Context: an optimization exercise on an open-source flow, tuned for small area, a short achievable clock period and few clock cycles. The choices shown serve that exercise and are no tape-out recipe. Where RTL was checked, it was by simulation tests only, not by an equivalence proof against the original.

Setup of xenon:
## geofence
module geofence(clk, reset, X, Y, valid, is_inside);
input clk;
input reset;
input [9:0] X;
input [9:0] Y;
output reg valid;
output reg is_inside;
reg [4:0] t;
reg [9:0] px, py;            
reg [19:0] buf0, buf1, buf2;   
reg sx, sy;                  
reg [9:0] mx, my;            
reg lsx, lsy, rsx, rsy;
reg [9:0] lmx, lmy, rmx, rmy;
reg ins;
reg [3:0] hp;                
reg [3:0] qo;                
reg [12:0] hx, hy;           
reg glo, plo;
reg an_r, anz_r;             
wire s0 = t == 5'd2 || t == 5'd3 || t == 5'd5 || t == 5'd8 || t == 5'd11 || t == 5'd14;
wire s2 = t == 5'd5 || t == 5'd8 || t == 5'd11 || t == 5'd14 || t == 5'd17;
wire tr = t == 5'd7 || t == 5'd10 || t == 5'd13 || t == 5'd16;    
wire cr = t == 5'd8 || t == 5'd11 || t == 5'd14 || t == 5'd17;    
wire [19:0] vin = (t == 5'd2 || t == 5'd8) ? buf0 : (t == 5'd3 || t == 5'd11) ? buf1 : buf2;
wire [10:0] dx = {1'b0, vin[19:10]} - {1'b0, px};
wire [10:0] dy = {1'b0, vin[9:0]} - {1'b0, py};
wire [9:0] ax = (dx[9:0] ^ {10{dx[10]}}) + {9'd0, dx[10]};
wire [9:0] ay = (dy[9:0] ^ {10{dy[10]}}) + {9'd0, dy[10]};
wire [3:0] side = {Y < py, Y > py, X < px, X > px};
wire early_out = |(hp & side);
wire [3:0] quad = {side[0] & side[3], side[1] & side[3], side[1] & side[2], side[0] & side[2]};
wire early_in = &(qo | quad);
wire zx = mx == 10'd0, zy = my == 10'd0;
wire zlx = lmx == 10'd0, zly = lmy == 10'd0;
wire zrx = rmx == 10'd0, zry = rmy == 10'd0;
wire [9:0] umx = tr ? rmx : lmx, umy = tr ? rmy : lmy;
wire [12:0] hx_d, hy_d;
wire glo_d, plo_d, c_le, c_lt;
xs1 u1(.a(umx), .b(my), .c(umy), .d(mx), .hx(hx_d), .hy(hy_d), .glo(glo_d), .plo(plo_d));
xs2 u2(.hx(hx), .hy(hy), .glo(glo), .plo(plo), .le(c_le), .lt(c_lt));
wire c_s1 = (cr ? rsx : lsx) ^ sy, c_s2 = (cr ? rsy : lsy) ^ sx;
wire c_nz = cr ? (!(zrx || zy) || !(zry || zx)) : (!(zlx || zy) || !(zly || zx));
wire cn  = (c_s1 == c_s2) ? (c_s1 ? !c_le : c_lt) : (c_s1 && c_nz);    
  ...
==> module geofence, before the edit <==
module geofence(clk, reset, X, Y, valid, is_inside);
input clk;
input reset;
input [9:0] X;
input [9:0] Y;
output reg valid;
output reg is_inside;
reg [4:0] t;
reg [9:0] px, py;            
reg [19:0] buf0, buf1, buf2;   
reg sx, sy;                  
reg [9:0] mx, my;            
reg lsx, lsy, rsx, rsy;
reg [9:0] lmx, lmy, rmx, rmy;
reg ins;
reg [3:0] hp;                
reg [3:0] qo;                
reg [12:0] hx, hy;           
reg glo, plo;
reg an_r, anz_r;             
wire s0 = t == 5'd2 || t == 5'd3 || t == 5'd5 || t == 5'd8 || t == 5'd11 || t == 5'd14;
wire s2 = t == 5'd5 || t == 5'd8 || t == 5'd11 || t == 5'd14 || t == 5'd17;
wire tr = t == 5'd7 || t == 5'd10 || t == 5'd13 || t == 5'd16;    
wire cr = t == 5'd8 || t == 5'd11 || t == 5'd14 || t == 5'd17;    
wire [19:0] vin = (t == 5'd2 || t == 5'd8) ? buf0 : (t == 5'd3 || t == 5'd11) ? buf1 : buf2;
wire [10:0] dx = {1'b0, vin[19:10]} - {1'b0, px};
wire [10:0] dy = {1'b0, vin[9:0]} - {1'b0, py};
wire [9:0] ax = (dx[9:0] ^ {10{dx[10]}}) + {9'd0, dx[10]};
wire [9:0] ay = (dy[9:0] ^ {10{dy[10]}}) + {9'd0, dy[10]};
wire [3:0] side = {Y < py, Y > py, X < px, X > px};
wire early_out = |(hp & side);
wire [3:0] quad = {side[0] & side[3], side[1] & side[3], side[1] & side[2], side[0] & side[2]};
wire early_in = &(qo | quad);
wire zx = mx == 10'd0, zy = my == 10'd0;
wire zlx = lmx == 10'd0, zly = lmy == 10'd0;
wire zrx = rmx == 10'd0, zry = rmy == 10'd0;
wire [9:0] umx = tr ? rmx : lmx, umy = tr ? rmy : lmy;
wire [12:0] hx_d, hy_d;
wire glo_d, plo_d, c_le, c_lt;
xs1 u1(.a(umx), .b(my), .c(umy), .d(mx), .hx(hx_d), .hy(hy_d), .glo(glo_d), .plo(plo_d));
xs2 u2(.hx(hx), .hy(hy), .glo(glo), .plo(plo), .le(c_le), .lt(c_lt));
wire c_s1 = (cr ? rsx : lsx) ^ sy, c_s2 = (cr ? rsy : lsy) ^ sx;
wire c_nz = cr ? (!(zrx || zy) || !(zry || zx)) : (!(zlx || zy) || !(zly || zx));
wire cn  = (c_s1 == c_s2) ? (c_s1 ? !c_le : c_lt) : (c_s1 && c_nz);    
wire cnz = (c_s1 == c_s2) ? (c_s1 ? !c_lt : c_le) : (c_s1 || !c_nz);   
wire an  = cr ? an_r : cn;
wire anz = cr ? anz_r : cnz;
wire bn  = !cnz;             
wire bnz = !cn;
wire opp = (!zx && (sx ^ lsx)) || (!zy && (sy ^ lsy));
wire hit = (zx && zy) || (an && bnz) || (anz && bn) || (anz && !an && bnz && !bn && opp);
wire newl = an && !bnz;       
wire newr = !anz && bn;       
wire early = t == 5'd6 && (ins || early_in || early_out);
wire last = s2 && t != 5'd5 && (ins || hit || t == 5'd17);
always @(posedge clk or posedge reset) begin
    if (reset) t <= 5'd0;
    else if (valid) t <= 5'd0;
    else t <= t + 5'd1;
end
always @(posedge clk) begin
    hx <= hx_d; hy <= hy_d; glo <= glo_d; plo <= plo_d;
    an_r <= cn; anz_r <= cnz;
    if (s0) begin
        sx <= dx[10]; mx <= ax;
        sy <= dy[10]; my <= ay;
    end
end
always @(posedge clk) begin
    if (t == 5'd0) begin
        px <= X;
        py <= Y;
    end
    if (t == 5'd1 || t == 5'd4) buf0 <= {X, Y};
    if (t == 5'd2 || t == 5'd5) buf1 <= {X, Y};
    if (t == 5'd3 || t == 5'd6) buf2 <= {X, Y};
    if (t == 5'd1) begin hp <= side; qo <= quad; end
    else if (t <= 5'd5) begin hp <= hp & side; qo <= qo | quad; end
    if (t == 5'd3) begin
        lsx <= sx; lmx <= mx; lsy <= sy; lmy <= my;
        rsx <= sx; rmx <= mx; rsy <= sy; rmy <= my;
        ins <= zx && zy;
    end else if (s2) begin
        if (hit) ins <= 1'b1;
        if (newl) begin lsx <= sx; lmx <= mx; lsy <= sy; lmy <= my; end
        if (newr) begin rsx <= sx; rmx <= mx; rsy <= sy; rmy <= my; end
    end
end
always @(posedge clk or posedge reset) begin
    if (reset) begin
        valid <= 1'b0;
        is_inside <= 1'b0;
    end else begin
        valid <= !valid && (early || last);
        is_inside <= early ? (ins || early_in) : (ins || hit);
    end
end
endmodule
==> flow/config.mk <==
export PLATFORM = sky130hd
export DESIGN_NAME = geofence
export DESIGN_NICKNAME = geofence
export VERILOG_FILES = /design/flow/design.v
export SDC_FILE = /design/flow/constraint.sdc
export NUM_CORES = 4
export LEC_CHECK = 0
export CAP_MARGIN = 20
export CORE_MARGIN = 2
export CORE_UTILIZATION = 40
export CTS_BUF_LIST = sky130_fd_sc_hd__clkbuf_4 sky130_fd_sc_hd__clkbuf_8
export CTS_CLUSTER_DIAMETER = 60
export CTS_CLUSTER_SIZE = 20
export PLACE_DENSITY = 0.6
export SETUP_SLACK_MARGIN = 5
export SLEW_MARGIN = 20
==> flow/constraint.sdc <==
create_clock -name core_clock -period 12.0 [get_ports {clk}]
set_input_delay 2.4000 -clock core_clock [delete_from_list [all_inputs] [get_ports {clk}]]
set_output_delay 2.4000 -clock core_clock [all_outputs]
set_load 0.01 [all_outputs]
standard.sh (not shown) runs the stock make flow with config.mk's settings and CLKGATE_MAP_FILE= SYNTH_SCRIPT=/design/flow/synth_recipe.tcl, a recipe that flattens the netlist after the stock synthesis.
==> flow/flow/run.sh <==
#!/bin/bash
# The standard layout, with one extra step between synthesis and floorplan:
# invopt.py removes the inverters that Yosys's full-adder extraction leaves between
# adders (see invopt.py). Each tool's output goes to a log of its own.
set -euo pipefail
R=orfs/results/$FLOW_PLATFORM/geofence/base
LIB=$FLOW_HOME/platforms/$FLOW_PLATFORM/lib/sky130_fd_sc_hd__tt_025C_1v80.lib
bash standard.sh synth > synth.log 2>&1
cp $R/1_2_yosys.v 1_2_yosys.synth.v
python3 flow/invopt.py $LIB 1_2_yosys.synth.v 1_2_yosys.invopt.v > invopt.log 2>&1
cp 1_2_yosys.invopt.v $R/1_2_yosys.v
bash standard.sh SETUP_SLACK_MARGIN=7.5 "CTS_ARGS=-sink_clustering_enable -repair_clock_nets -buf_list {sky130_fd_sc_hd__clkbuf_4 sky130_fd_sc_hd__clkbuf_8} -sink_clustering_size 20 -sink_clustering_max_diameter 60 -dont_use_dummy_load" finish > layout.log 2>&1
Other scripts of this flow, unchanged in this note and not shown: flow/flow/invopt.py
xenon ended with every stage complete and zero timing, DRC or antenna violations.
> inputs changed (xenon -> quartz)
--- a/flow/design.v
+++ b/flow/design.v
@@ -18,10 +18,21 @@
 reg [12:0] hx, hy;           
 reg glo, plo;
 reg an_r, anz_r;             
-wire s0 = t == 5'd2 || t == 5'd3 || t == 5'd5 || t == 5'd8 || t == 5'd11 || t == 5'd14;
-wire s2 = t == 5'd5 || t == 5'd8 || t == 5'd11 || t == 5'd14 || t == 5'd17;
-wire tr = t == 5'd7 || t == 5'd10 || t == 5'd13 || t == 5'd16;    
-wire cr = t == 5'd8 || t == 5'd11 || t == 5'd14 || t == 5'd17;    
+reg s0;                      
+reg s2;                      
+reg tr;                      
+reg cr;                      
+wire [4:0] tn = t + 5'd1;
+always @(posedge clk or posedge reset) begin
+    if (reset) begin
+        s0 <= 1'b0; s2 <= 1'b0; tr <= 1'b0; cr <= 1'b0;
+    end else begin
+        s0 <= !valid && (tn == 5'd2 || tn == 5'd3 || tn == 5'd5 || tn == 5'd8 || tn == 5'd11 || tn == 5'd14);
+        s2 <= !valid && (tn == 5'd5 || tn == 5'd8 || tn == 5'd11 || tn == 5'd14 || tn == 5'd17);
+        tr <= !valid && (tn == 5'd7 || tn == 5'd10 || tn == 5'd13 || tn == 5'd16);
+        cr <= !valid && tr;
+    end
+end
 wire [19:0] vin = (t == 5'd2 || t == 5'd8) ? buf0 : (t == 5'd3 || t == 5'd11) ? buf1 : buf2;
 wire [10:0] dx = {1'b0, vin[19:10]} - {1'b0, px};
 wire [10:0] dy = {1'b0, vin[9:0]} - {1'b0, py};
Findings:
- Per the comparison of quartz with xenon, via count lower; count of cell instances traversed by the critical path decreased 7; fraction of the cycle the final worst path needs now smaller; count of plain and timing-repair buffers in the layout dropped about 26%.
Testbench counts of quartz, summed over its fixed seeds: cycles 79,733.
No functional check of the RTL was part of xenon.

what the ideal ports hide:
In the flow no input, the clock included, has a driving cell. The finished layouts below were timed again as built, in two steps.
Step 1 sets driving cells, clkbuf_16 on the clock port and buf_2 on the other inputs (assumed; they add their load-dependent delay and slew).
Step 2 times the ports against the registers' clock, not the clock port: input delays grow and output delays shrink by t, the midpoint of the rising clock arrivals with the driver on.
Slacks: ideal / step 1 / step 2; pairs: ideal / step 1.
run | t (ns) | setup slack, ns | worst data-port slew with drivers (ns)
xenon | 0.506 | 6.859 / 6.859 / 6.859 | 0.04
quartz | 0.528 | 7.452 / 7.452 / 7.074 | 0.03
After both steps every run listed still meets setup and hold. The setup slack of quartz, which loses most, moves by 0.000 ns with the drivers and by -0.378 ns with both steps.
